This design comes from an exercise in tuning for small area on the open sky130 flow, not from production work. Only simulation tests tie the RTL to the original design; equivalence was not proved. Power figures rest on the tool's default switching activity, not on a simulated workload.

[flow/flow/run.sh]
#!/bin/bash
# The standard layout (standard.sh) with three changes to how the layout
# is built:
#  - after the standard synthesis, its combinational cells are mapped again
#    for area (flow/remap.sh); flip-flops, adders and tie cells are kept as
#    they are, with their names;
#  - each port gets the smallest buffer;
#  - clock tree synthesis adds no dummy loads.
# Each tool's full output goes to a log file of its own in this folder
# (make_synth.log, remap_yosys.log, make_finish.log); ORFS keeps each
# step's own log under orfs/logs/.
set -euo pipefail
results=$PWD/orfs/results/$FLOW_PLATFORM/BouncingLED/base
bash standard.sh "$results/1_2_yosys.v" > make_synth.log 2>&1
bash flow/remap.sh "$results/1_2_yosys.v" > remap_yosys.log 2>&1
bash standard.sh \
	"BUFFER_PORTS_ARGS=-buffer_cell sky130_fd_sc_hd__buf_1" \
	"CTS_ARGS=-sink_clustering_enable -repair_clock_nets -dont_use_dummy_load -buf_list sky130_fd_sc_hd__clkbuf_8" \
	finish > make_finish.log 2>&1
[flow/config.mk]
export PLATFORM = sky130hd
export DESIGN_NAME = BouncingLED
export DESIGN_NICKNAME = BouncingLED
export VERILOG_FILES = /design/flow/design.v
export SDC_FILE = /design/flow/constraint.sdc
export NUM_CORES = 4
export LEC_CHECK = 0
export CAP_MARGIN = 20
export CORE_MARGIN = 2
export CORE_UTILIZATION = 60
export CTS_BUF_LIST = sky130_fd_sc_hd__clkbuf_8
export SLEW_MARGIN = 20
[flow/flow/remap.sh]
#!/bin/bash
# remap.sh NETLIST: maps the combinational cells of the synthesized netlist
# again, for area, in place. Flip-flops, full and half adders and tie cells
# stay as they are. The standard netlist is kept beside it as *.standard.v.
set -euo pipefail
net=$1
lib=$FLOW_HOME/platforms/$FLOW_PLATFORM/lib/sky130_fd_sc_hd__tt_025C_1v80.lib
yosys=$FLOW_HOME/../tools/install/yosys/bin/yosys
cp "$net" "${net%.v}.standard.v"
dont_use=""
for c in sky130_fd_sc_hd__probe_p_8 sky130_fd_sc_hd__probec_p_8 sky130_fd_sc_hd__lpflow_bleeder_1 sky130_fd_sc_hd__lpflow_clkbufkapwr_1 sky130_fd_sc_hd__lpflow_clkbufkapwr_16 sky130_fd_sc_hd__lpflow_clkbufkapwr_2 sky130_fd_sc_hd__lpflow_clkbufkapwr_4 sky130_fd_sc_hd__lpflow_clkbufkapwr_8 sky130_fd_sc_hd__lpflow_clkinvkapwr_1 sky130_fd_sc_hd__lpflow_clkinvkapwr_16 sky130_fd_sc_hd__lpflow_clkinvkapwr_2 sky130_fd_sc_hd__lpflow_clkinvkapwr_4 sky130_fd_sc_hd__lpflow_clkinvkapwr_8 sky130_fd_sc_hd__lpflow_decapkapwr_12 sky130_fd_sc_hd__lpflow_decapkapwr_3 sky130_fd_sc_hd__lpflow_decapkapwr_4 sky130_fd_sc_hd__lpflow_decapkapwr_6 sky130_fd_sc_hd__lpflow_decapkapwr_8 sky130_fd_sc_hd__lpflow_inputiso0n_1 sky130_fd_sc_hd__lpflow_inputiso0p_1 sky130_fd_sc_hd__lpflow_inputiso1n_1 sky130_fd_sc_hd__lpflow_inputiso1p_1 sky130_fd_sc_hd__lpflow_inputisolatch_1 sky130_fd_sc_hd__lpflow_isobufsrc_1 sky130_fd_sc_hd__lpflow_isobufsrc_16 sky130_fd_sc_hd__lpflow_isobufsrc_2 sky130_fd_sc_hd__lpflow_isobufsrc_4 sky130_fd_sc_hd__lpflow_isobufsrc_8 sky130_fd_sc_hd__lpflow_isobufsrckapwr_16 sky130_fd_sc_hd__lpflow_lsbuf_lh_hl_isowell_tap_1 sky130_fd_sc_hd__lpflow_lsbuf_lh_hl_isowell_tap_2 sky130_fd_sc_hd__lpflow_lsbuf_lh_hl_isowell_tap_4 sky130_fd_sc_hd__lpflow_lsbuf_lh_isowell_4 sky130_fd_sc_hd__lpflow_lsbuf_lh_isowell_tap_1 sky130_fd_sc_hd__lpflow_lsbuf_lh_isowell_tap_2 sky130_fd_sc_hd__lpflow_lsbuf_lh_isowell_tap_4 sky130_fd_sc_hd__fill_1 sky130_fd_sc_hd__fill_2 sky130_fd_sc_hd__fill_4 sky130_fd_sc_hd__fill_8 ; do dont_use="$dont_use -dont_use $c"; done
printf 'strash\n&get -n\n&deepsyn -T 60\n&put\ndch -f\nmap -a\ntopo\n' > remap.abc
$yosys -p "
read_liberty -ignore_miss_func $lib
read_verilog ${net%.v}.standard.v
hierarchy -top $FLOW_TOP
setattr -mod -set keep_hierarchy 1 sky130_fd_sc_hd__fa_1 sky130_fd_sc_hd__ha_1 sky130_fd_sc_hd__dfxtp_1 sky130_fd_sc_hd__edfxtp_1 sky130_fd_sc_hd__conb_1
flatten
opt_clean
opt -purge
abc -liberty $lib $dont_use -script remap.abc
opt_clean -purge
insbuf -buf sky130_fd_sc_hd__buf_1 A X
splitnets
opt_clean -purge
stat -liberty $lib
select $FLOW_TOP
write_verilog -selected -noattr -noexpr -nohex -nodec $net
"
[flow/design.v]
`timescale 1ns/1ps
module EdgeDetector(
	input Signal,
	input CLOCK_50,
	output reg Edge
	);
	reg CurrentInput, OneClockDelay;
	always @(posedge CLOCK_50) begin
		CurrentInput <= Signal;
		OneClockDelay <= CurrentInput;
	end
	always @(posedge CLOCK_50) begin
	 	Edge <= (CurrentInput & ~OneClockDelay) ? 1'b1 : 1'b0;
	end
endmodule
`timescale 1ns/1ps
module HEXDisplay(
	input [3:0] HexInput,
	output [7:0] DisplayOut
	);
	assign DisplayOut[0] = ~((~HexInput[0] & ~HexInput[2]) | (HexInput[0] & HexInput[2] & ~HexInput[3]) | (HexInput[1] & HexInput[2]) | (~HexInput[1] & ~HexInput[2] & HexInput[3]) | (~HexInput[0] & HexInput[3]) | (HexInput[1] & ~HexInput[3]));
	assign DisplayOut[1] = (~HexInput[0] & HexInput[2] & HexInput[3]) | (HexInput[0] & ~HexInput[1] & HexInput[2] & ~HexInput[3]) | (~HexInput[0] & HexInput[1] & HexInput[2]) | (HexInput[0] & HexInput[1] & HexInput[3]);
	assign DisplayOut[2] = (~HexInput[0] & HexInput[1] & ~HexInput[2] & ~HexInput[3]) | (HexInput[1] & HexInput[2] & HexInput[3]) | (~HexInput[0] & HexInput[2] & HexInput[3]);
	assign DisplayOut[3] = (HexInput[0] & HexInput[1] & HexInput[2]) | (~HexInput[0] & ~HexInput[1] & HexInput[2] & ~HexInput[3]) | (~HexInput[0] & HexInput[1] & ~HexInput[2] & HexInput[3]) | (HexInput[0] & ~HexInput[1] & ~HexInput[2]);
	assign DisplayOut[4] = (HexInput[0] & ~HexInput[3]) | (~HexInput[1] & HexInput[2] & ~HexInput[3]) | (HexInput[0] & ~HexInput[1] & ~HexInput[2]);
	assign DisplayOut[5] = ~((~HexInput[2] & HexInput[3]) | (HexInput[1] & HexInput[3]) | (~HexInput[0] & HexInput[2]) | (~HexInput[0] & ~HexInput[1]) | (~HexInput[1] & HexInput[2] & ~HexInput[3]));
	assign DisplayOut[6] = (~HexInput[0] & ~HexInput[1] & HexInput[2] & HexInput[3]) | (HexInput[0] & HexInput[1] & HexInput[2] & ~HexInput[3]) | (~HexInput[1] & ~HexInput[2] & ~HexInput[3]);
	assign DisplayOut[7] = 1'b1;
endmodule
module HEXDisplayPos(
	input [3:0] HexInput,
	output [7:0] DisplayOut
	);
	assign DisplayOut[0] = ~((HexInput[1]) | (HexInput[0] & HexInput[2]) | (~HexInput[0] & ~HexInput[2]) | (HexInput[3]));
	assign DisplayOut[1] = ~((HexInput[0] & HexInput[1] & ~HexInput[3]) | (~HexInput[2]) | (~HexInput[0] & ~HexInput[1]));
	assign DisplayOut[2] = (~HexInput[0] & HexInput[1] & ~HexInput[2] & ~HexInput[3]) | (HexInput[2] & HexInput[3]);
	assign DisplayOut[3] = (HexInput[1] & HexInput[3]) | (~HexInput[0] & ~HexInput[1] & HexInput[2]) | (HexInput[0] & ~HexInput[1] & ~HexInput[2]) | (HexInput[0] & HexInput[1] & HexInput[2]);
	assign DisplayOut[4] = (HexInput[0] & ~HexInput[1]) | (HexInput[0] & ~HexInput[3]) | (~HexInput[1] & HexInput[2]);
	assign DisplayOut[5] = ~((~HexInput[0] & HexInput[2]) | (~HexInput[0] & ~HexInput[1]) | (HexInput[3]) | (~HexInput[1] & HexInput[2]));
	assign DisplayOut[6] = (HexInput[0] & HexInput[1] & HexInput[2] & ~HexInput[3]) | (~HexInput[1] & ~HexInput[2] & ~HexInput[3]);
	assign DisplayOut[7] = 1'b1;
endmodule
`timescale 1ns/1ps
module Timer_20_48us(
	input CLOCK_50, Reset,
	output reg Rollover
	);
	localparam [10:0] POL  = 11'b01010101010;
	localparam [10:0] LAST = 11'h2bf;
	reg [10:0] State;
	wire [10:0] Count = State ^ POL;
	wire last = (Count == LAST);
	wire clear = Reset | last;
	wire feedback = ~(Count[10] ^ Count[8]);
	wire [10:0] next = clear ? 11'd0 : {Count[9:0], feedback};
	always @(posedge CLOCK_50) begin
		Rollover <= last;
		State <= next ^ POL;
	end
endmodule
`timescale 1ns/1ps
module BouncingLED(
	input CLOCK_50,
	input [2:0] KEY,
	output reg [9:0] LEDR,
	output [7:0] HEX0,
	output [7:0] HEX1,
	output [7:0] HEX2,
	output [7:0] HEX3
	);
	reg [1:0] KEY_sync, KEY_A, KEY_B;
	wire KEY_0 = KEY_sync[0];
	wire KEY_1 = KEY_sync[1];
	reg [31:0] velocity;
	reg [27:0] position;
	reg delta_switch_flag;
	reg time_step_reg;
	reg v_zero_q, p_zero_q;
	wire time_step;
	wire KEY_1_Edge;
	always @(posedge CLOCK_50) begin
		KEY_sync <= KEY_B;
		KEY_B <= KEY_A;
		KEY_A <= KEY[1:0];
	end
	wire ts     = time_step_reg;
	wire kick   = KEY_1_Edge;
	wire v_neg  = velocity[31];
	wire v_zero = ~|velocity;
	wire p_neg  = position[27] & position[26];
	wire p_zero = ~|position;
	wire v_pos_t = ~v_neg & ~v_zero_q;
	wire ceil   = position[27] & position[25] & v_pos_t;
	wire floor_ = (p_neg | p_zero_q) & v_neg;
	wire bounce = ceil | floor_;
	wire neg_b  = ts & bounce;
	wire sel_v  = ~neg_b;
	wire sel_x  = ts & floor_;
	wire [31:0] v_sra2 = {{2{velocity[31]}}, velocity[31:2]};
	wire [31:0] add_a = ({32{sel_v}} & velocity) | ({32{sel_x}} & v_sra2);
	wire [31:0] b_const = ts ? 32'hFFFFF2E4 : (kick ? 32'h03000000 : 32'd0);
	wire [31:0] add_b = neg_b ? {~velocity[31:2], floor_ ? 2'b11 : ~velocity[1:0]} : b_const;
	wire add_c = ts & (bounce | delta_switch_flag);
	wire [31:0] na = ~add_a;
	wire [31:0] nb = ~add_b;
	wire [31:0] ns;
	wire [32:0] nc;
	assign nc[0] = ~add_c;
	assign nc[16] = 1'b1;
	genvar i;
	generate
		for (i = 0; i < 32; i = i + 1) begin : vadd
			assign ns[i] = na[i] ^ nb[i] ^ nc[i];
			if (i != 15)
				assign nc[i+1] = (na[i] & nb[i]) | (nc[i] & (na[i] ^ nb[i]));
		end
	endgenerate
	wire c16 = ~((na[15] & nb[15]) | (nc[15] & (na[15] ^ nb[15])));
	wire [31:0] v_sum;
	assign v_sum[15:0] = ~ns[15:0];
	wire [15:0] v_ones;
	assign v_ones[0] = 1'b1;
	generate
		for (i = 0; i < 16; i = i + 1) begin : vinc
			assign v_sum[16+i] = ~ns[16+i] ^ (c16 & v_ones[i]);
			if (i < 15)
				assign v_ones[i+1] = v_ones[i] & ~ns[16+i];
		end
	endgenerate
	wire set_3 = ~ts & (kick ? (v_neg | v_zero) : ~KEY_0);
	wire [15:0] p_b = {16{ts}} & velocity[31:16];
	wire [15:0] p_lo;
	wire [16:0] p_c;
	assign p_c[0] = 1'b0;
	generate
		for (i = 0; i < 16; i = i + 1) begin : padd
			assign p_lo[i] = position[i] ^ p_b[i] ^ p_c[i];
			assign p_c[i+1] = (position[i] & p_b[i]) | (p_c[i] & (position[i] ^ p_b[i]));
		end
	endgenerate
	wire p_sign = ts & velocity[31];
	wire p_up = p_c[16] & ~p_sign;
	wire p_dn = ~p_c[16] & p_sign;
	wire [12:0] p_ones, p_zeros;
	assign p_ones[0] = 1'b1;
	assign p_zeros[0] = 1'b1;
	wire [11:0] p_hi;
	generate
		for (i = 0; i < 12; i = i + 1) begin : phi
			assign p_hi[i] = position[16+i] ^ ((p_up & p_ones[i]) | (p_dn & p_zeros[i]));
			assign p_ones[i+1] = p_ones[i] & position[16+i];
			assign p_zeros[i+1] = p_zeros[i] & ~position[16+i];
		end
	endgenerate
	wire [27:0] p_sum = {p_hi, p_lo};
	reg [27:0] p_next;
	always @(*) begin
		if (ts) begin
			if (p_neg)
				p_next = v_pos_t ? 28'h9000000 : 28'd0;
			else if (p_zero_q & v_neg)
				p_next = 28'h100;
			else if (ceil)
				p_next = {4'b1001, p_sum[23:0]};
			else
				p_next = p_sum;
		end else if (!KEY_0)
			p_next = 28'd1000;
		else
			p_next = p_sum;
	end
	always @(posedge CLOCK_50) begin
		time_step_reg <= time_step;
		velocity <= set_3 ? 32'h03000000 : v_sum;
		position <= p_next;
		v_zero_q <= ~ts & ~kick & KEY_0 & v_zero;
		p_zero_q <= ~ts & KEY_0 & p_zero;
		if (ts)
			delta_switch_flag <= ~delta_switch_flag;
		else if (!KEY_0)
			delta_switch_flag <= 1'b0;
	end
	always @(*) begin
		if (p_neg)
			LEDR = 10'b0000000001;
		else if (position[27:24] != 4'd0)
			LEDR = 10'b1000000000;
		else if (position[23:0] < 24'd1677721 * 1)
			LEDR = 10'b0000000001;
		else if (position[23:0] < 24'd1677721 * 2)
			LEDR = 10'b0000000010;
		else if (position[23:0] < 24'd1677721 * 3)
			LEDR = 10'b0000000100;
		else if (position[23:0] < 24'd1677721 * 4)
			LEDR = 10'b0000001000;
		else if (position[23:0] < 24'd1677721 * 5)
			LEDR = 10'b0000010000;
		else if (position[23:0] < 24'd1677721 * 6)
			LEDR = 10'b0000100000;
		else if (position[23:0] < 24'd1677721 * 7)
			LEDR = 10'b0001000000;
		else if (position[23:0] < 24'd1677721 * 8)
			LEDR = 10'b0010000000;
		else if (position[23:0] < 24'd1677721 * 9)
			LEDR = 10'b0100000000;
		else
			LEDR = 10'b1000000000;
	end
	EdgeDetector Key1_EdgeDetector(
		.CLOCK_50(CLOCK_50),
		.Signal(KEY_1),
		.Edge(KEY_1_Edge)
	);
	Timer_20_48us Timer_20_48us(
		.CLOCK_50(CLOCK_50),
		.Rollover(time_step),
		.Reset(!KEY[0])
	);
	HEXDisplayPos HEX0Display(.HexInput(position[27:24]), .DisplayOut(HEX0));
	HEXDisplay HEX1Display(.HexInput({4{p_neg}}), .DisplayOut(HEX1));
	HEXDisplay HEX2Display(.HexInput(velocity[27:24]), .DisplayOut(HEX2));
	HEXDisplay HEX3Display(.HexInput(velocity[31:28]), .DisplayOut(HEX3));
endmodule
[flow/standard.sh]
#!/bin/bash
# synth_recipe.tcl (not shown) runs the flow's synth.tcl, then flattens the netlist and writes it again
# the make line also repeats each setting of config.mk as NAME=value (left out here)
make -C /OpenROAD-flow-scripts/flow DESIGN_CONFIG=/design/flow/config.mk WORK_HOME=/design/flow/orfs CLKGATE_MAP_FILE= SYNTH_SCRIPT=/design/flow/synth_recipe.tcl "${@:-finish}"
[flow/constraint.sdc]
create_clock -name core_clock -period 10.0 [get_ports {CLOCK_50}]
set_input_delay 2.0000 -clock core_clock [delete_from_list [all_inputs] [get_ports {CLOCK_50}]]
set_output_delay 2.0000 -clock core_clock [all_outputs]
set_load 0.01 [all_outputs]
==> results of run 1 <==
[worst min-delay path by stage]
stage                                 from             to  slack (ns)  cells past startpoint
finish                            KEY_B[0]    KEY_sync[0]        0.33                      0
global route                      KEY_B[0]    KEY_sync[0]        0.35                      0
CTS                               KEY_B[0]    KEY_sync[0]        0.33                      0
detailed placement  Timer_20_48us.Rollover  time_step_reg        0.31                      0
global placement                  KEY_B[0]    KEY_sync[0]        0.31                      0
floorplan                         KEY_A[0]       KEY_B[0]        0.31                      0
[cell type report]
type | count | area, µm²
fillers | 737 | 2660
multi-input cells | 486 | 3020
clock buffers | 9 | 124
inverters | 123 | 462
repair buffers | 43 | 184
flip-flops and latches | 85 | 1710
well taps | 105 | 131
[metal layers]
layer	wire length (µm)	up-vias
li1	-	2356
met1	5310	2269
met2	6110	142
met3	557	34
met4	340	0
met5	0	-
[power breakdown]
group          internal (mW)  switching (mW)
logic                 0.0193          0.0409
registers              0.345         0.00826
clock network         0.0807           0.110
==> results_dict.tcl, run 1 <==
set metrics [dict create \
    cts-buffers-inserted 9 \
    crit_cells 54 \
    hold_path_class "reg2reg" \
    htreeDepth 3 \
    p_per_area_nw_per_um2 107 \
    crit_path_end_kind "flop" \
    top_register "velocity" \
    max_freq_mhz 109 \
    run_status "complete, no violations" \
    fin_cells 851 \
    place_area_um2 5510 \
    stdcell_area_um2 5640 \
    postCtsSetupBuffers 0 \
    coreArea_um2 8300 \
    use_met1_pct 34.6 \
    dp_slack_ns 0.724 \
    whs_ns 0.333 \
    path_delay_family "adder cells" \
    grt-ovfl-total 0 \
    fin_crit_sh_pct 91.8 \
    r2r_slack_ns 0.82 \
    antenna_found_initial 0 \
    mostFrequentLayoutCells "134 x nor2_1, 123 x clkinv_1, 88 x nand2_1" \
    clkTransAtPathRegs_ns 0.08 \
    largest_reg_flops 32 \
    setup_ws_ns 0.822 \
    start_kind "flop" \
    cp_slowest_cell "dfxtp_1" \
    fp-row-count 33 \
    syn2layout_area_growth_pct 8.19 \
    drt_first_pass_iters 5 \
    routed_wirelength_mm 12.3 \
    fin_total_pwr_uw 605 \
    r2r-start "velocity[31]" \
    cp.required_ns 10.22 \
    mostFrequentLayoutCell "nor2_1" \
    die_w_um 97.2 \
    setup_viol_count_final 0 \
    max_slew_margin_pct 51.5 \
    start_util_pct 62.8 \
    n_antenna_cell 0 \
    cts_hold_buf 0 \
    skew_ns 0.0448 \
    layout_min_cycle_time_ns 9.18 \
    grt_pass1_wl_mm 21.3 \
    dp_cells 842 \
    syn_area_per_cell_um2 7.46 \
    die_h_um 97.2 \
    cts_sinks 85 \
    slew_viol_final 0 \
    grt_util_met2_pct 46.5 \
    vias 4801 \
    ioPinCount 46 \
    yosysWarnings 3 \
    reg2reg_depth 54 \
    hpwl_mm 9.59 \
    max_stage_delay_ns 0.42 \
    portBuffers 37 \
    cts_tree "built" \
    critPathMostFrequentCell "clkinv_1" \
    gp_congestion 0.980 \
    tightest_slew_ns 0.721 \
    drcViolationCount 0 \
    netlist_instances 698 \
    worstPathArrival_ns 9.39 \
    cts.path.max_buffers 2 \
    grt_pass1_vias 4753 \
    globalRouteTotalUtil_pct 27.2 \
    cts_root_buffer "clkbuf_8" \
    leakagePower_nw 2.02 \
    via_per_inst 5.64 \
    final_net_count 802 \
    drive_above_1_share_pct 3.35 \
    rsz0062_at_grt "false" \
    path_buf_inv 19 \
    cp-startpoint "velocity[31]" \
    antenna_left 0 \
    top_usage_layer "met2" \
    rr_endpoint "velocity[31]" \
    cts_resized 0 \
    die-area_um2 9440 \
    final_util_pct 67.9 \
    met3_usage_pct 4.17 \
    grt_start_max_net_pins 28 \
    endpoint "velocity[31]" \
    drt-initial-drc-count 232 \
    syn_area_um2 5210 \
    hold_violations 0 \
    vdd_drop_max_mv 0.0741 \
    reg.largest.list "velocity (32), position (28), Timer_20_48us.State (11)" \
    clk_latency_ns 0.37 \
    cp_max_fo 16 \
    setup_tns_ns 0 \
    drv_cap 0 \
    routedWlPerCell_um 14.5 \
    critPathKind "reg2reg" \
]
==> inputs of run 2 (changes only) <==
--- a/flow/flow/remap.sh
+++ b/flow/flow/remap.sh
@@ -18,7 +18,7 @@
 flatten
 opt_clean
 opt -purge
-abc -liberty $lib $dont_use -script remap.abc
+abc -liberty $lib $dont_use -script remap.abc $FLOW_TOP
 opt_clean -purge
 insbuf -buf sky130_fd_sc_hd__buf_1 A X
 splitnets
==> run 2 against run 1 <==
Net effect: still clean; count of clock-buffer cells in the layout stayed put; sequential share of layout area unchanged; worst hold slack did not move; utilization unchanged; critical path type unchanged; largest cell class unchanged; highest routed layer unchanged.
==> results_dict.tcl, run 2 <==
set metrics [dict create \
    setup_viol_count_final 0 \
    cts_hold_buf 0 \
    grt-ovfl-total 0 \
    start_util_pct 62.8 \
    skew_ns 0.0448 \
    final_net_count 802 \
    die_w_um 97.2 \
    rr_endpoint "velocity[31]" \
    syn2layout_area_growth_pct 8.19 \
    fin_crit_sh_pct 91.8 \
    crit_path_end_kind "flop" \
    postCtsSetupBuffers 0 \
    final_util_pct 67.9 \
    slew_viol_final 0 \
    num-fill-cells 737 \
    htreeDepth 3 \
    grt_pass1_vias 4753 \
    cp_slowest_cell "dfxtp_1" \
    routedWlPerCell_um 14.5 \
    path_buf_inv 19 \
    netlist_instances 698 \
    grt_start_max_net_pins 28 \
    worstPathArrival_ns 9.39 \
    cts_resized 0 \
    stdcell_area_um2 5640 \
    drt_first_pass_iters 5 \
    vdd_drop_max_mv 0.0741 \
    globalRouteTotalUtil_pct 27.2 \
    coreArea_um2 8300 \
    reg2reg_depth 54 \
    hp-start "KEY_B[0]" \
    p_per_area_nw_per_um2 107 \
    die-area_um2 9440 \
    drcViolationCount 0 \
    place_area_um2 5510 \
    ioPinCount 46 \
    cp_max_fo 16 \
    cts-buffers-inserted 9 \
    whs_ns 0.333 \
    critPathKind "reg2reg" \
    min_to "KEY_sync[0]" \
    r2r-start "velocity[31]" \
    hold_depth 0 \
    setup_tns_ns 0 \
    rsz0062_at_grt "false" \
    cts.path.max_buffers 2 \
    n_antenna_cell 0 \
    setup_ws_ns 0.822 \
    cp.required_ns 10.22 \
    max_freq_mhz 109 \
    largest_reg_flops 32 \
    dp_cells 842 \
    reg.largest.list "velocity (32), position (28), Timer_20_48us.State (11)" \
    fin_total_pwr_uw 605 \
    gp_congestion 0.980 \
    start_kind "flop" \
    r2r_slack_ns 0.82 \
    drv_cap 0 \
    max_slew_margin_pct 51.5 \
    routed_wirelength_mm 12.3 \
    dp_slack_ns 0.724 \
    leakagePower_nw 2.02 \
    layout_min_cycle_time_ns 9.18 \
    die_h_um 97.2 \
    via_per_inst 5.64 \
    yosysWarnings 3 \
    seq_area_um2 1710 \
    cts_root_buffer "clkbuf_8" \
    cts_tree "built" \
    syn_area_per_cell_um2 7.46 \
    vias 4801 \
    fin_cells 851 \
    mostFrequentLayoutCell "nor2_1" \
    clk_latency_ns 0.37 \
    syn_area_um2 5210 \
    max_stage_delay_ns 0.42 \
    path_delay_family "adder cells" \
    hpwl_mm 9.59 \
    portBuffers 37 \
    fp-row-count 33 \
    drt-initial-drc-count 232 \
    mostFrequentLayoutCells "134 x nor2_1, 123 x clkinv_1, 88 x nand2_1" \
    grt_pass1_wl_mm 21.3 \
    antenna_left 0 \
    top_register "velocity" \
    multiInputGateArea_um2 3020 \
    run_status "complete, no violations" \
    drive_above_1_share_pct 3.35 \
    hold_violations 0 \
    tightest_slew_ns 0.721 \
    antenna_found_initial 0 \
    cts_sinks 85 \
    critPathMostFrequentCell "clkinv_1" \
    hold_path_class "reg2reg" \
    clkTransAtPathRegs_ns 0.08 \
]
-- run 2: worst max path at each step --
| stage | start | endpoint | depth (start not counted) |
|---|---|---|---|
| after floorplan | time_step_reg | velocity[31] | 53 |
| after global placement | velocity[31] | velocity[31] | 54 |
| after detailed placement | velocity[31] | velocity[31] | 54 |
| after CTS | velocity[31] | velocity[31] | 54 |
| after global routing | velocity[31] | velocity[31] | 54 |
| final | velocity[31] | velocity[31] | 54 |
-- run 2: cell type report --
class	instances	share of cell area, %
Sequential cell	85	30.4
Timing Repair Buffer	43	3.26
Inverter	123	8.19
Tap cell	105	2.33
Multi-Input combinational cell	486	53.6
Clock buffer	9	2.20
-- run 2: power breakdown --
| group | internal [mW] | leakage (nW) | switching [mW] | total, mW |
|---|---|---|---|---|
| clock | 0.0807 | 0.0647 | 0.110 | 0.191 |
| combinational | 0.0193 | 1.27 | 0.0409 | 0.0602 |
| sequential | 0.345 | 0.692 | 0.00826 | 0.353 |
| total | 0.445 | 2.02 | 0.160 | 0.605 |
-- run 2: per-layer routing --
layer	vias to the layer above	GRT usage (%)	share of wire [%]
met2	142	46.5	50
met5	-	0	0
met3	34	4.17	4.5
li1	2356	-	-
met4	0	11.1	2.8
met1	2269	34.6	43
==> inputs of run 3 (changes only) <==
--- a/flow/design.v
+++ b/flow/design.v
@@ -94,11 +94,12 @@
 	wire floor_ = (p_neg | p_zero_q) & v_neg;
 	wire bounce = ceil | floor_;
 	wire neg_b  = ts & bounce;
-	wire sel_v  = ~neg_b;
+	wire set_3  = ~ts & (kick ? (v_neg | v_zero) : ~KEY_0);
+	wire sel_v  = ~neg_b & ~set_3;
 	wire sel_x  = ts & floor_;
 	wire [31:0] v_sra2 = {{2{velocity[31]}}, velocity[31:2]};
 	wire [31:0] add_a = ({32{sel_v}} & velocity) | ({32{sel_x}} & v_sra2);
-	wire [31:0] b_const = ts ? 32'hFFFFF2E4 : (kick ? 32'h03000000 : 32'd0);
+	wire [31:0] b_const = ts ? 32'hFFFFF2E4 : ((kick | ~KEY_0) ? 32'h03000000 : 32'd0);
 	wire [31:0] add_b = neg_b ? {~velocity[31:2], floor_ ? 2'b11 : ~velocity[1:0]} : b_const;
 	wire add_c = ts & (bounce | delta_switch_flag);
 	wire [31:0] na = ~add_a;
@@ -127,7 +128,6 @@
 				assign v_ones[i+1] = v_ones[i] & ~ns[16+i];
 		end
 	endgenerate
-	wire set_3 = ~ts & (kick ? (v_neg | v_zero) : ~KEY_0);
 	wire [15:0] p_b = {16{ts}} & velocity[31:16];
 	wire [15:0] p_lo;
 	wire [16:0] p_c;
@@ -171,7 +171,7 @@
 	end
 	always @(posedge CLOCK_50) begin
 		time_step_reg <= time_step;
-		velocity <= set_3 ? 32'h03000000 : v_sum;
+		velocity <= v_sum;
 		position <= p_next;
 		v_zero_q <= ~ts & ~kick & KEY_0 & v_zero;
 		p_zero_q <= ~ts & KEY_0 & p_zero;
==> run 3 against run 2 <==
Net effect: still clean on timing, DRC and antenna; global-route usage fell by 0.40 points; non-clock buffer count fell by 2; die area fell by 2.2%; count of clock-buffer cells in the layout did not move; setup slack improved by 0.21 ns; clock skew fell by 0.0046 ns; clock power barely moved; first-iteration DRC count fell by 5.6%; critical path depth fell by 14; final cell count fell by 5.1%; routed wire length fell by 7.2%; register-to-register slack improved by 0.21 ns; critical endpoint is now velocity[31]; highest routed layer unchanged.
==> results_dict.tcl, run 3 <==
set metrics [dict create \
    syn2layout_area_growth_pct 8.04 \
    skew_ns 0.0402 \
    cts_tree "built" \
    grt-ovfl-total 0 \
    antenna_left 0 \
    drv_cap 0 \
    setup_tns_ns 0 \
    place_area_um2 5370 \
    critPathKind "reg2reg" \
    fp-row-count 33 \
    fin_cells 808 \
    drive_above_1_share_pct 3.56 \
    netlist_instances 657 \
    mostFrequentLayoutCell "clkinv_1" \
    drcViolationCount 0 \
    path_buf_inv 10 \
    postCtsSetupBuffers 0 \
    die-area_um2 9230 \
    path_delay_family "adder cells" \
    cts_root_buffer "clkbuf_8" \
    clk_latency_ns 0.37 \
    clkTransAtPathRegs_ns 0.11 \
    antenna_found_initial 0 \
    cp_max_fo 12 \
    cts_sinks 85 \
    start_util_pct 61.9 \
    n_antenna_cell 0 \
    leakagePower_nw 2.04 \
    num-fill-cells 725 \
    run_status "complete, no violations" \
    portBuffers 37 \
    drt_first_pass_iters 6 \
    gp_congestion 0.953 \
    tightest_slew_ns 0.693 \
    start_kind "flop" \
    vdd_drop_max_mv 0.0940 \
    drt-initial-drc-count 219 \
    yosysWarnings 3 \
    htreeDepth 3 \
    cp.required_ns 10.27 \
    syn_area_per_cell_um2 7.74 \
    syn_area_um2 5090 \
    crit_path_end_kind "flop" \
    ioPinCount 46 \
    cts-buffers-inserted 9 \
    top_register "velocity" \
    final_net_count 759 \
    largest_reg_flops 32 \
    layout_min_cycle_time_ns 8.97 \
    vias 4495 \
    worstPathArrival_ns 9.24 \
    cts_hold_buf 0 \
    dp_cells 799 \
    grt_start_max_net_pins 28 \
    routedWlPerCell_um 14.1 \
    cts_resized 0 \
    max_slew_margin_pct 53.3 \
    rsz0062_at_grt "false" \
    mostFrequentLayoutCells "114 x clkinv_1, 108 x nor2_1, 84 x dfxtp_1" \
    fin_crit_sh_pct 89.7 \
    cts.path.max_buffers 2 \
    critPathMostFrequentCell "fa_1" \
    setup_viol_count_final 0 \
    coreArea_um2 8220 \
    p_per_area_nw_per_um2 122 \
    routed_wirelength_mm 11.4 \
    final_util_pct 66.9 \
    max_stage_delay_ns 0.51 \
    hold_path_class "reg2reg" \
    slew_viol_final 0 \
    via_per_inst 5.56 \
    grt_pass1_wl_mm 19.0 \
    max_freq_mhz 111 \
    hold_violations 0 \
    die_h_um 96.1 \
    die_w_um 96.1 \
    cp_slowest_cell "dfxtp_1" \
    grt_pass1_vias 4156 \
    stdcell_area_um2 5500 \
    globalRouteTotalUtil_pct 26.8 \
    reg.largest.list "velocity (32), position (28), Timer_20_48us.State (11)" \
    hpwl_mm 8.96 \
]
-- run 3: final cells by class --
| cell class | count | area [µm²] | area share, % |
|---|---|---|---|
| multi-input cells | 454 | 2930 | 53.4 |
| flip-flops and latches | 85 | 1710 | 31.1 |
| inverters | 114 | 428 | 7.79 |
| repair buffers | 41 | 169 | 3.07 |
| well taps | 105 | 131 | 2.39 |
| clock buffers | 9 | 124 | 2.25 |
-- run 3: power breakdown --
group	internal [mW]	leakage (nW)	total, mW	switching, mW
logic	0.0411	1.28	0.120	0.0788
registers	0.349	0.693	0.364	0.0144
clock network	0.0807	0.0647	0.189	0.108
total	0.471	2.04	0.673	0.201
-- run 3: worst paths after layout --
| check | startpoint | endpoint | slack (ns) | depth (start not counted) |
|---|---|---|---|---|
| worst max-delay path | velocity[31] | velocity[31] | 1.03 | 40 |
| worst min-delay path | KEY_B[1] | KEY_sync[1] | 0.32 | 0 |
| worst max register to register | velocity[31] | velocity[31] | 1.03 | 40 |
| worst min register to register | KEY_B[1] | KEY_sync[1] | 0.32 | 0 |
-- run 3: per-stage QoR --
stage	setup slack, ns	power (mW)	hold slack [ns]
2_1_floorplan	1.29	0.452	0.310
3_3_place_gp	1.17	0.487	0.311
3_5_place_dp	1.01	0.489	0.315
4_1_cts	0.991	0.677	0.326
5_1_grt	0.302	0.708	0.326
6_report	1.03	0.673	0.322
-- run 3: per-layer routing --
metal  track usage (%)  vias to the layer above  wire (µm)
li1                  -                     2244          -
met1              37.9                     2102       5330
met2              42.6                      132       5310
met3              4.23                       17        615
met4              8.33                        0        167
met5                 0                        -          0
==> inputs of run 4 (changes only) <==
--- a/flow/flow/run.sh
+++ b/flow/flow/run.sh
@@ -15,5 +15,5 @@
 bash flow/remap.sh "$results/1_2_yosys.v" > remap_yosys.log 2>&1
 bash standard.sh \
 	"BUFFER_PORTS_ARGS=-buffer_cell sky130_fd_sc_hd__buf_1" \
-	"CTS_ARGS=-sink_clustering_enable -repair_clock_nets -dont_use_dummy_load -buf_list sky130_fd_sc_hd__clkbuf_8" \
+	"CTS_ARGS=-sink_clustering_enable -repair_clock_nets -dont_use_dummy_load -buf_list sky130_fd_sc_hd__clkbuf_8 -sink_clustering_size 40 -sink_clustering_max_diameter 500" \
 	finish > make_finish.log 2>&1
==> run 4 against run 3 <==
Net effect: still clean; non-clock buffer count is the same; utilization is the same; flip-flop and latch count is the same; register-to-register slack is essentially flat; clock skew is the same; die area is the same; area after synthesis is the same; global-route usage is the same; synthesized cell count is the same; routed wire length is the same; largest cell class unchanged; largest power group unchanged.
==> results_dict.tcl, run 4 <==
set metrics [dict create \
    final_util_pct 66.9 \
    vdd_drop_max_mv 0.0940 \
    cp_slowest_cell "dfxtp_1" \
    fin_crit_sh_pct 89.7 \
    antenna_found_initial 0 \
    drcViolationCount 0 \
    grt_pass1_vias 4156 \
    portBuffers 37 \
    reg.largest.list "velocity (32), position (28), Timer_20_48us.State (11)" \
    setup_tns_ns 0 \
    gp_congestion 0.953 \
    grt-ovfl-total 0 \
    cp.required_ns 10.27 \
    multiInputGateArea_um2 2930 \
    postCtsSetupBuffers 0 \
    max_stage_delay_ns 0.51 \
    clk_latency_ns 0.37 \
    hold_path_class "reg2reg" \
    setup_viol_count_final 0 \
    rsz0062_at_grt "false" \
    die-area_um2 9230 \
    globalRouteTotalUtil_pct 26.8 \
    rr_endpoint "velocity[31]" \
    p_per_area_nw_per_um2 122 \
    grt_pass1_wl_mm 19.0 \
    worstPathArrival_ns 9.24 \
    critPathKind "reg2reg" \
    cts_hold_buf 0 \
    run_status "complete, no violations" \
    grt_start_max_net_pins 28 \
    mostFrequentLayoutCell "clkinv_1" \
    n_antenna_cell 0 \
    seq_area_um2 1710 \
    yosysWarnings 3 \
    cts_resized 0 \
    routedWlPerCell_um 14.1 \
    top_register "velocity" \
    start_kind "flop" \
    cts_sinks 85 \
    fp-row-count 33 \
    routed_wirelength_mm 11.4 \
    mostFrequentLayoutCells "114 x clkinv_1, 108 x nor2_1, 84 x dfxtp_1" \
    whs_ns 0.322 \
    die_h_um 96.1 \
    hpwl_mm 8.96 \
    reg2reg_depth 40 \
    syn_area_um2 5090 \
    hold_violations 0 \
    max_slew_margin_pct 53.3 \
    syn2layout_area_growth_pct 8.04 \
    max_freq_mhz 111 \
    crit_path_end_kind "flop" \
    endpoint "velocity[31]" \
    r2r-start "velocity[31]" \
    vias 4495 \
    dp_cells 799 \
    critPathMostFrequentCell "fa_1" \
    leakagePower_nw 2.04 \
    skew_ns 0.0402 \
    tightest_slew_ns 0.693 \
    layout_min_cycle_time_ns 8.97 \
    cts_root_buffer "clkbuf_8" \
    drt_first_pass_iters 6 \
    syn_area_per_cell_um2 7.74 \
    drv_cap 0 \
    ioPinCount 46 \
    slew_viol_final 0 \
    cts_tree "built" \
    cts-buffers-inserted 9 \
    clkTransAtPathRegs_ns 0.11 \
    cp-startpoint "velocity[31]" \
    cp_max_fo 12 \
    coreArea_um2 8220 \
    drive_above_1_share_pct 3.56 \
    start_util_pct 61.9 \
    fin_cells 808 \
    r2r_slack_ns 1.03 \
    hold_depth 0 \
    via_per_inst 5.56 \
    largest_reg_flops 32 \
    final_net_count 759 \
    antenna_left 0 \
    htreeDepth 3 \
    netlist_instances 657 \
    cts.path.max_buffers 2 \
    drt-initial-drc-count 219 \
    die_w_um 96.1 \
    num-fill-cells 725 \
]
## run 4: cell counts in the layout (fill, tap and decap cells not counted)
No cell type changed its count.
## run 4: routing by layer
metal | track usage [%] | part of all wire [%] | vias to the layer above
li1 | - | - | 2244
met1 | 37.9 | 47 | 2102
met2 | 42.6 | 46 | 132
met3 | 4.23 | 5.4 | 17
met4 | 8.33 | 1.5 | 0
met5 | 0 | 0 | -
## run 4: critical path: cells and delay by family, from the launching register on
family                   cells  cell delay (ns)
buffers and inverters       10             1.26
AND/OR/NAND/NOR             12             2.25
AO/OA/AOI/OAI                1             0.13
flip-flops                   1             0.51
adder cells (fa/ha/maj)     16             4.58
XOR/XNOR                     1             0.13
## run 4: how the worst min path moves through the flow
stage / end / start
after floorplan: KEY_B[0] / KEY_A[0]
after global placement: Key1_EdgeDetector.CurrentInput / KEY_sync[1]
after detailed placement: time_step_reg / Timer_20_48us.Rollover
after CTS: KEY_sync[1] / KEY_B[1]
after global routing: KEY_sync[1] / KEY_B[1]
final: KEY_sync[1] / KEY_B[1]
## run 4: cell type report
type | count | share of cell area (%)
Inverter | 114 | 7.79
Multi-Input combinational cell | 454 | 53.4
Sequential cell | 85 | 31.1
Clock buffer | 9 | 2.25
Tap cell | 105 | 2.39
Timing Repair Buffer | 41 | 3.07
## run 4: where the power goes
group / switching [mW] / leakage [nW] / internal (mW)
clock: 0.108 / 0.0647 / 0.0807
sequential: 0.0144 / 0.693 / 0.349
combinational: 0.0788 / 1.28 / 0.0411
total: 0.201 / 2.04 / 0.471
## run 4: through the flow
| step | power [mW] | area, µm² | setup slack [ns] |
|---|---|---|---|
| finish | 0.673 | 5500 | 1.03 |
| floorplan | 0.452 | 5110 | 1.29 |
| global placement | 0.487 | 5370 | 1.17 |
| CTS | 0.677 | 5500 | 0.991 |
| detailed placement | 0.489 | 5370 | 1.01 |
| global route | 0.708 | 5500 | 0.302 |
==> inputs of run 5 (changes only) <==
--- a/flow/flow/run.sh
+++ b/flow/flow/run.sh
@@ -15,5 +15,5 @@
 bash flow/remap.sh "$results/1_2_yosys.v" > remap_yosys.log 2>&1
 bash standard.sh \
 	"BUFFER_PORTS_ARGS=-buffer_cell sky130_fd_sc_hd__buf_1" \
-	"CTS_ARGS=-sink_clustering_enable -repair_clock_nets -dont_use_dummy_load -buf_list sky130_fd_sc_hd__clkbuf_8 -sink_clustering_size 40 -sink_clustering_max_diameter 500" \
+	"CTS_ARGS=-sink_clustering_enable -repair_clock_nets -dont_use_dummy_load -buf_list sky130_fd_sc_hd__clkbuf_8 -sink_clustering_size 30 -sink_clustering_max_diameter 400 -sink_clustering_levels 1" \
 	finish > make_finish.log 2>&1
==> run 5 against run 4 <==
Net effect: still clean; sequential power about the same; cell area unchanged; setup slack unchanged; first-iteration DRC count unchanged; largest cell class unchanged; largest power group unchanged.
==> results_dict.tcl, run 5 <==
set metrics [dict create \
    htreeDepth 3 \
    start_kind "flop" \
    dp_slack_ns 1.01 \
    drv_cap 0 \
    netlist_instances 657 \
    top_register "velocity" \
    fin_total_pwr_uw 673 \
    antenna_found_initial 0 \
    reg2reg_depth 40 \
    grt_pass1_wl_mm 19.0 \
    setup_viol_count_final 0 \
    cp.required_ns 10.27 \
    cp_max_fo 12 \
    cts_root_buffer "clkbuf_8" \
    syn_area_um2 5090 \
    drt_first_pass_iters 6 \
    grt-ovfl-total 0 \
    crit_path_end_kind "flop" \
    cts.path.max_buffers 2 \
    hpwl_mm 8.96 \
    mostFrequentLayoutCell "clkinv_1" \
    whs_ns 0.322 \
    die_w_um 96.1 \
    run_status "complete, no violations" \
    ioPinCount 46 \
    tightest_slew_ns 0.693 \
    start_util_pct 61.9 \
    cts_tree "built" \
    vias 4495 \
    routed_wirelength_mm 11.4 \
    hp-start "KEY_B[1]" \
    reg.largest.list "velocity (32), position (28), Timer_20_48us.State (11)" \
    max_freq_mhz 111 \
    yosysWarnings 3 \
    via_per_inst 5.56 \
    fp-row-count 33 \
    antenna_left 0 \
    layout_min_cycle_time_ns 8.97 \
    drt-initial-drc-count 219 \
    die_h_um 96.1 \
    critPathMostFrequentCell "fa_1" \
    postCtsSetupBuffers 0 \
    clk_latency_ns 0.37 \
    worstPathArrival_ns 9.24 \
    rsz0062_at_grt "false" \
    die-area_um2 9230 \
    drcViolationCount 0 \
    critPathKind "reg2reg" \
    coreArea_um2 8220 \
    vdd_drop_max_mv 0.0940 \
    fin_crit_sh_pct 89.7 \
    cts_sinks 85 \
    max_slew_margin_pct 53.3 \
    n_antenna_cell 0 \
    globalRouteTotalUtil_pct 26.8 \
    largest_reg_flops 32 \
    grt_pass1_vias 4156 \
    cts-buffers-inserted 9 \
    grt_start_max_net_pins 28 \
    slew_viol_final 0 \
    setup_ws_ns 1.03 \
    routedWlPerCell_um 14.1 \
    hold_violations 0 \
    cp_slowest_cell "dfxtp_1" \
    num-fill-cells 725 \
    syn2layout_area_growth_pct 8.04 \
    r2r-start "velocity[31]" \
    hold_path_class "reg2reg" \
    setup_tns_ns 0 \
    mostFrequentLayoutCells "114 x clkinv_1, 108 x nor2_1, 84 x dfxtp_1" \
    syn_area_per_cell_um2 7.74 \
    clkTransAtPathRegs_ns 0.11 \
    gp_congestion 0.953 \
    skew_ns 0.0402 \
    cts_resized 0 \
    max_stage_delay_ns 0.51 \
    cp-startpoint "velocity[31]" \
    p_per_area_nw_per_um2 122 \
    leakagePower_nw 2.04 \
    drive_above_1_share_pct 3.56 \
    cts_hold_buf 0 \
    portBuffers 37 \
    hold_depth 0 \
    final_net_count 759 \
]
[run 5: area by class of cell]
class,instances,area [µm²],share of cell area (%)
Multi-Input combinational cell,454,2930,53.4
Tap cell,105,131,2.39
Clock buffer,9,124,2.25
Inverter,114,428,7.79
Sequential cell,85,1710,31.1
Timing Repair Buffer,41,169,3.07
[run 5: power by group]
| part | total (mW) | switching (mW) | internal [mW] | leakage (nW) |
|---|---|---|---|---|
| combinational | 0.120 | 0.0788 | 0.0411 | 1.28 |
| sequential | 0.364 | 0.0144 | 0.349 | 0.693 |
| clock | 0.189 | 0.108 | 0.0807 | 0.0647 |
| total | 0.673 | 0.201 | 0.471 | 2.04 |
[run 5: final timing paths]
| path | to | slack [ns] |
|---|---|---|
| worst max-delay path | velocity[31] | 1.03 |
| worst min-delay path | KEY_sync[1] | 0.32 |
| worst max register to register | velocity[31] | 1.03 |
| worst min register to register | KEY_sync[1] | 0.32 |
[run 5: worst max-delay path: cells and delay by family, from the launching register on]
kind / cells / cell delay (ns)
flip-flops: 1 / 0.51
AO/OA/AOI/OAI: 1 / 0.13
AND/OR/NAND/NOR: 12 / 2.25
adder cells (fa/ha/maj): 16 / 4.58
buffers and inverters: 10 / 1.26
XOR/XNOR: 1 / 0.13
[run 5: stage by stage]
stage | util [%] | cell area, µm² | cells
after floorplan | - | 5110 | 662
after global placement | 65.4 | 5370 | 799
after detailed placement | 65.4 | 5370 | 799
after CTS | 66.9 | 5500 | 808
after global routing | 66.9 | 5500 | 808
final | 66.9 | 5500 | 808
[run 5: metal layers]
| layer | track usage [%] | up-vias | share of wire [%] |
|---|---|---|---|
| met5 | 0 | - | 0 |
| met4 | 8.33 | 0 | 1.5 |
| met3 | 4.23 | 17 | 5.4 |
| met2 | 42.6 | 132 | 46 |
| met1 | 37.9 | 2102 | 47 |
| li1 | - | 2244 | - |
==> inputs of run 6 (changes only) <==
--- a/flow/flow/run.sh
+++ b/flow/flow/run.sh
@@ -15,5 +15,5 @@
 bash flow/remap.sh "$results/1_2_yosys.v" > remap_yosys.log 2>&1
 bash standard.sh \
 	"BUFFER_PORTS_ARGS=-buffer_cell sky130_fd_sc_hd__buf_1" \
-	"CTS_ARGS=-sink_clustering_enable -repair_clock_nets -dont_use_dummy_load -buf_list sky130_fd_sc_hd__clkbuf_8 -sink_clustering_size 30 -sink_clustering_max_diameter 400 -sink_clustering_levels 1" \
+	"CTS_ARGS=-sink_clustering_enable -repair_clock_nets -dont_use_dummy_load -buf_list sky130_fd_sc_hd__clkbuf_16 -sink_clustering_size 40 -sink_clustering_max_diameter 500 -sink_clustering_levels 1" \
 	finish > make_finish.log 2>&1
==> run 6 against run 5 <==
Net effect: still clean on timing, DRC and antenna; critical path depth stayed put; setup slack better by 0.034 ns; utilization up 1.2 points; sequential power hardly changed; clock skew down 0.014 ns; final cell count did not move; non-clock buffer count is the same; clock power increased by 47%; area after synthesis unchanged; flip-flop and latch count unchanged; cell area up 1.8%; highest routed layer unchanged.
==> results_dict.tcl, run 6 <==
set metrics [dict create \
    dp_cells 799 \
    max_stage_delay_ns 0.51 \
    grt-ovfl-total 0 \
    vias 4497 \
    clk_latency_ns 0.35 \
    cts.path.max_buffers 2 \
    hp-start "KEY_A[0]" \
    rr_endpoint "velocity[31]" \
    yosysWarnings 3 \
    mostFrequentLayoutCells "114 x clkinv_1, 108 x nor2_1, 84 x dfxtp_1" \
    clkTransAtPathRegs_ns 0.06 \
    leakagePower_nw 2.08 \
    start_util_pct 61.9 \
    mostFrequentLayoutCell "clkinv_1" \
    drcViolationCount 0 \
    setup_tns_ns 0 \
    postCtsSetupBuffers 0 \
    antenna_found_initial 0 \
    cp_slowest_cell "dfxtp_1" \
    n_antenna_cell 0 \
    whs_ns 0.327 \
    grt_pass1_vias 4161 \
    slew_viol_final 0 \
    cts_tree "built" \
    hold_path_class "reg2reg" \
    fin_cells 808 \
    rsz0062_at_grt "false" \
    final_net_count 759 \
    hold_depth 0 \
    cts-buffers-inserted 9 \
    crit_path_end_kind "flop" \
    ioPinCount 46 \
    top_register "velocity" \
    grt_start_max_net_pins 28 \
    max_slew_margin_pct 53.3 \
    max_freq_mhz 112 \
    r2r_slack_ns 1.06 \
    routedWlPerCell_um 14.2 \
    cts_hold_buf 0 \
    routed_wirelength_mm 11.5 \
    syn2layout_area_growth_pct 10.0 \
    die-area_um2 9230 \
    syn_area_um2 5090 \
    start_kind "flop" \
    drv_cap 0 \
    fin_crit_sh_pct 89.4 \
    worstPathArrival_ns 9.19 \
    r2r-start "velocity[31]" \
    reg2reg_depth 40 \
    cp_max_fo 12 \
    syn_area_per_cell_um2 7.74 \
    gp_congestion 0.953 \
    cts_resized 0 \
    drt_first_pass_iters 5 \
    tightest_slew_ns 0.693 \
    fp-row-count 33 \
    via_per_inst 5.57 \
    grt_pass1_wl_mm 19.2 \
    die_h_um 96.1 \
    cts_sinks 85 \
    drive_above_1_share_pct 3.56 \
    portBuffers 37 \
    largest_reg_flops 32 \
    coreArea_um2 8220 \
    reg.largest.list "velocity (32), position (28), Timer_20_48us.State (11)" \
    cp.required_ns 10.26 \
    vdd_drop_max_mv 0.0828 \
    run_status "complete, no violations" \
    layout_min_cycle_time_ns 8.94 \
    setup_viol_count_final 0 \
    critPathMostFrequentCell "fa_1" \
    drt-initial-drc-count 241 \
    hpwl_mm 8.96 \
    p_per_area_nw_per_um2 136 \
    min_to "KEY_B[0]" \
    skew_ns 0.0260 \
    antenna_left 0 \
    hold_violations 0 \
    die_w_um 96.1 \
    critPathKind "reg2reg" \
    netlist_instances 657 \
    htreeDepth 3 \
    cts_root_buffer "clkbuf_16" \
    globalRouteTotalUtil_pct 27.1 \
]
-- run 6: routing by layer --
metal | part of all wire [%] | track usage, % | wire length, µm | vias to the layer above
li1 | - | - | - | 2231
met1 | 46 | 37.8 | 5330 | 2109
met2 | 46 | 43.3 | 5350 | 136
met3 | 5.4 | 3.99 | 619 | 21
met4 | 1.8 | 9.64 | 212 | 0
met5 | 0 | 0 | 0 | -
-- run 6: worst max path at each step --
stage                              from      endpoint  slack, ns
final                      velocity[31]  velocity[31]       1.06
after global routing       position[26]  velocity[31]       0.31
after CTS                  velocity[31]  velocity[31]        1.0
after detailed placement   velocity[31]  velocity[31]       1.01
after global placement     velocity[31]  velocity[31]       1.17
after floorplan           time_step_reg  velocity[31]       1.29
-- run 6: final cells by class --
class	count	area (µm²)
fillers	715	2620
inverters	114	428
repair buffers	41	169
multi-input cells	454	2930
clock buffers	9	225
flip-flops and latches	85	1710
well taps	105	131
-- run 6: power by group --
part           internal (mW)  switching, mW
combinational         0.0411         0.0785
clock                  0.158          0.120
sequential             0.350         0.0143
total                  0.549          0.213
-- run 6: critical path, delay by kind of cell, from the launching register on --
family	cells	cell delay [ns]
simple gates	12	2.24
fa+ha+maj	16	4.60
buf+inv	10	1.25
compound gates	1	0.13
xor+xnor	1	0.13
flops	1	0.51
-- run 6: through the flow --
stage | util, % | cell area, µm² | setup slack, ns | power [mW]
4_1_cts | 68.1 | 5600 | 0.997 | 0.765
2_1_floorplan | - | 5110 | 1.29 | 0.452
3_3_place_gp | 65.4 | 5370 | 1.17 | 0.487
5_1_grt | 68.1 | 5600 | 0.306 | 0.797
6_report | 68.1 | 5600 | 1.06 | 0.762
3_5_place_dp | 65.4 | 5370 | 1.01 | 0.489
==> inputs of run 7 (changes only) <==
--- a/flow/design.v
+++ b/flow/design.v
@@ -75,7 +75,6 @@
 	reg [27:0] position;
 	reg delta_switch_flag;
 	reg time_step_reg;
-	reg v_zero_q, p_zero_q;
 	wire time_step;
 	wire KEY_1_Edge;
 	always @(posedge CLOCK_50) begin
@@ -89,9 +88,9 @@
 	wire v_zero = ~|velocity;
 	wire p_neg  = position[27] & position[26];
 	wire p_zero = ~|position;
-	wire v_pos_t = ~v_neg & ~v_zero_q;
+	wire v_pos_t = ~v_neg & ~v_zero;
 	wire ceil   = position[27] & position[25] & v_pos_t;
-	wire floor_ = (p_neg | p_zero_q) & v_neg;
+	wire floor_ = (p_neg | p_zero) & v_neg;
 	wire bounce = ceil | floor_;
 	wire neg_b  = ts & bounce;
 	wire set_3  = ~ts & (kick ? (v_neg | v_zero) : ~KEY_0);
@@ -158,7 +157,7 @@
 		if (ts) begin
 			if (p_neg)
 				p_next = v_pos_t ? 28'h9000000 : 28'd0;
-			else if (p_zero_q & v_neg)
+			else if (p_zero & v_neg)
 				p_next = 28'h100;
 			else if (ceil)
 				p_next = {4'b1001, p_sum[23:0]};
@@ -173,8 +172,6 @@
 		time_step_reg <= time_step;
 		velocity <= v_sum;
 		position <= p_next;
-		v_zero_q <= ~ts & ~kick & KEY_0 & v_zero;
-		p_zero_q <= ~ts & KEY_0 & p_zero;
 		if (ts)
 			delta_switch_flag <= ~delta_switch_flag;
 		else if (!KEY_0)
--- a/flow/flow/run.sh
+++ b/flow/flow/run.sh
@@ -15,5 +15,5 @@
 bash flow/remap.sh "$results/1_2_yosys.v" > remap_yosys.log 2>&1
 bash standard.sh \
 	"BUFFER_PORTS_ARGS=-buffer_cell sky130_fd_sc_hd__buf_1" \
-	"CTS_ARGS=-sink_clustering_enable -repair_clock_nets -dont_use_dummy_load -buf_list sky130_fd_sc_hd__clkbuf_16 -sink_clustering_size 40 -sink_clustering_max_diameter 500 -sink_clustering_levels 1" \
+	"CTS_ARGS=-sink_clustering_enable -repair_clock_nets -dont_use_dummy_load -buf_list sky130_fd_sc_hd__clkbuf_8" \
 	finish > make_finish.log 2>&1
==> run 7 against run 6 <==
Net effect: die area is 0.52% lower; fmax is 4.4% lower; routed wire length is 6.8% higher; clock power is 31% lower; flip-flop and latch count is 2 lower; global-route usage is 1.5 points higher; largest power group unchanged; still clean; critical path type unchanged; critical endpoint unchanged; synthesized cell count is 0.15% higher.
==> results_dict.tcl, run 7 <==
set metrics [dict create \
    run_status "complete, no violations" \
    clkTransAtPathRegs_ns 0.08 \
    dr.max_layer_used "met4" \
    rr_endpoint "velocity[31]" \
    antenna_found_initial 0 \
    grt_pass1_wl_mm 20.2 \
    hpwl_mm 9.40 \
    final_net_count 766 \
    reg2reg_depth 49 \
    layout_min_cycle_time_ns 9.34 \
    cts_sinks 83 \
    p_per_area_nw_per_um2 122 \
    cts_tree "built" \
    mostFrequentLayoutCells "120 x clkinv_1, 112 x nor2_1, 82 x dfxtp_1" \
    cts.path.max_buffers 2 \
    grt-ovfl-total 0 \
    stdcell_area_um2 5530 \
    netlist_instances 658 \
    critPathKind "reg2reg" \
    globalRouteTotalUtil_pct 28.7 \
    critPathMostFrequentCell "fa_1" \
    max_slew_margin_pct 52.3 \
    drt_first_pass_iters 5 \
    coreArea_um2 8180 \
    setup_viol_count_final 0 \
    fin_total_pwr_uw 677 \
    via_per_inst 5.62 \
    n_antenna_cell 0 \
    worstPathArrival_ns 9.59 \
    yosysWarnings 3 \
    clk_latency_ns 0.38 \
    routedWlPerCell_um 15.1 \
    antenna_left 0 \
    cp-startpoint "position[25]" \
    max_freq_mhz 107 \
    gp_congestion 0.928 \
    cp_slowest_cell "fa_1" \
    r2r_slack_ns 0.66 \
    ioPinCount 46 \
    dp_cells 805 \
    reg.largest.list "velocity (32), position (28), Timer_20_48us.State (11)" \
    met1_length_mm 5.31 \
    fin_cells 815 \
    cts-buffers-inserted 9 \
    top_register "velocity" \
    tightest_slew_ns 0.708 \
    drv_cap 0 \
    hold_violations 0 \
    fin_crit_sh_pct 93.4 \
    mostFrequentLayoutCell "clkinv_1" \
    die-area_um2 9180 \
    grt_pass1_vias 4268 \
    grt_start_max_net_pins 30 \
    cts_root_buffer "clkbuf_8" \
    htreeDepth 3 \
    syn2layout_area_growth_pct 9.37 \
    skew_ns 0.0349 \
    fp-row-count 33 \
    max_stage_delay_ns 0.44 \
    routed_wirelength_mm 12.3 \
    cp_max_fo 8 \
    leakagePower_nw 2.01 \
    vdd_drop_max_mv 0.0817 \
    drt-initial-drc-count 266 \
    syn_area_um2 5060 \
    start_util_pct 61.9 \
    die_h_um 95.8 \
    dr_wl_met3_um 748 \
    vias 4584 \
    r2r-start "position[25]" \
    hold_path_class "reg2reg" \
    portBuffers 37 \
    place_area_um2 5380 \
    drcViolationCount 0 \
    largest_reg_flops 32 \
    cp.required_ns 10.25 \
    drive_above_1_share_pct 4.23 \
    slew_viol_final 0 \
    whs_ns 0.329 \
    start_kind "flop" \
    crit_path_end_kind "flop" \
    endpoint "velocity[31]" \
    syn_area_per_cell_um2 7.69 \
    die_w_um 95.8 \
    wl_met2_mm 6.02 \
]
==> run 7: routing by layer <==
layer  global-route usage [%]  vias to the layer above
li1                         -                     2246
met1                     39.1                     2170
met2                     47.3                      151
met3                     4.46                       17
met4                     8.81                        0
met5                        0                        -
==> run 7: worst max-delay path, delay by kind of cell (launching register included) <==
| family | cells | cell delay, ns |
|---|---|---|
| buffers and inverters | 12 | 1.12 |
| AO/OA/AOI/OAI | 2 | 0.41 |
| XOR/XNOR | 1 | 0.12 |
| flip-flops | 1 | 0.39 |
| adder cells (fa/ha/maj) | 16 | 4.56 |
| AND/OR/NAND/NOR | 18 | 2.65 |
==> run 7: final cells by class <==
class / instances / area (µm²)
Multi-Input combinational cell: 450 / 2940
Clock buffer: 9 / 124
Fill cell: 744 / 2640
Tap cell: 105 / 131
Timing Repair Buffer: 47 / 214
Sequential cell: 83 / 1670
Inverter: 121 / 454
==> run 7: power breakdown <==
part | switching (mW) | internal (mW) | total, mW
Sequential | 0.0160 | 0.341 | 0.357
Clock | 0.112 | 0.0806 | 0.192
Combinational | 0.0846 | 0.0433 | 0.128
==> run 7: worst min-delay path by stage <==
stage	start	depth (start not counted)	end	slack (ns)
2_1_floorplan	KEY_A[0]	0	KEY_B[0]	0.31
3_5_place_dp	KEY_B[0]	0	KEY_sync[0]	0.31
4_1_cts	KEY_B[0]	0	KEY_sync[0]	0.33
5_1_grt	KEY_B[0]	0	KEY_sync[0]	0.34
6_report	KEY_B[1]	0	KEY_sync[1]	0.33
3_3_place_gp	Timer_20_48us.Rollover	0	time_step_reg	0.31
==> run 7: metrics by stage <==
stage | worst slack, ns | TNS [ns] | utilization, %
2_1_floorplan | 0.743 | 0 | -
3_3_place_gp | 0.366 | 0 | 65.8
3_5_place_dp | 0.103 | 0 | 65.8
4_1_cts | 0.0896 | 0 | 67.4
5_1_grt | -0.0177 | -0.0258 | 67.7
6_report | 0.657 | 0 | 67.7
==> run 7: timing repair <==
| item | CTS | global route |
|---|---|---|
| endpoints found under the setup margin | 0 | 6 |
| hold buffers | 0 | 0 |
| resized for setup | 0 | 6 |
| buffers inserted | 0 | 1 |

## separate check: timing with driven ports
In the flow no input, the clock included, has a driving cell. The finished layouts below were timed again as built, in two steps. Step 1 assumes that a clkbuf_16 drives the clock port and a buf_2 every other input. Step 2, shift: input delay + t, output delay - t, t = (earliest + latest rising clock arrival at the registers) / 2. This alone moves slack from input paths to output paths. Three values: ideal ports, drivers, drivers and shift; two values: the first two.
run	shift t [ns]	setup slack, ns	hold WS [ns]	worst setup path at the end	clock arrival spread, ns
run 1	0.377	0.822 / 0.822 / 0.822	0.333 / 0.333 / 0.333	register to register	0.045 / 0.045
run 2	0.377	0.822 / 0.822 / 0.822	0.333 / 0.333 / 0.333	register to register	0.045 / 0.045
run 3	0.383	1.031 / 1.031 / 1.031	0.322 / 0.322 / 0.322	register to register	0.041 / 0.041
run 4	0.383	1.031 / 1.031 / 1.031	0.322 / 0.322 / 0.322	register to register	0.041 / 0.041
run 5	0.383	1.031 / 1.031 / 1.031	0.322 / 0.322 / 0.322	register to register	0.041 / 0.041
run 6	0.368	1.064 / 1.064 / 1.064	0.327 / 0.327 / 0.327	register to register	0.026 / 0.026
run 7	0.392	0.657 / 0.657 / 0.657	0.329 / 0.329 / 0.329	register to register	0.035 / 0.035
After both steps setup and hold are still met in every run listed.
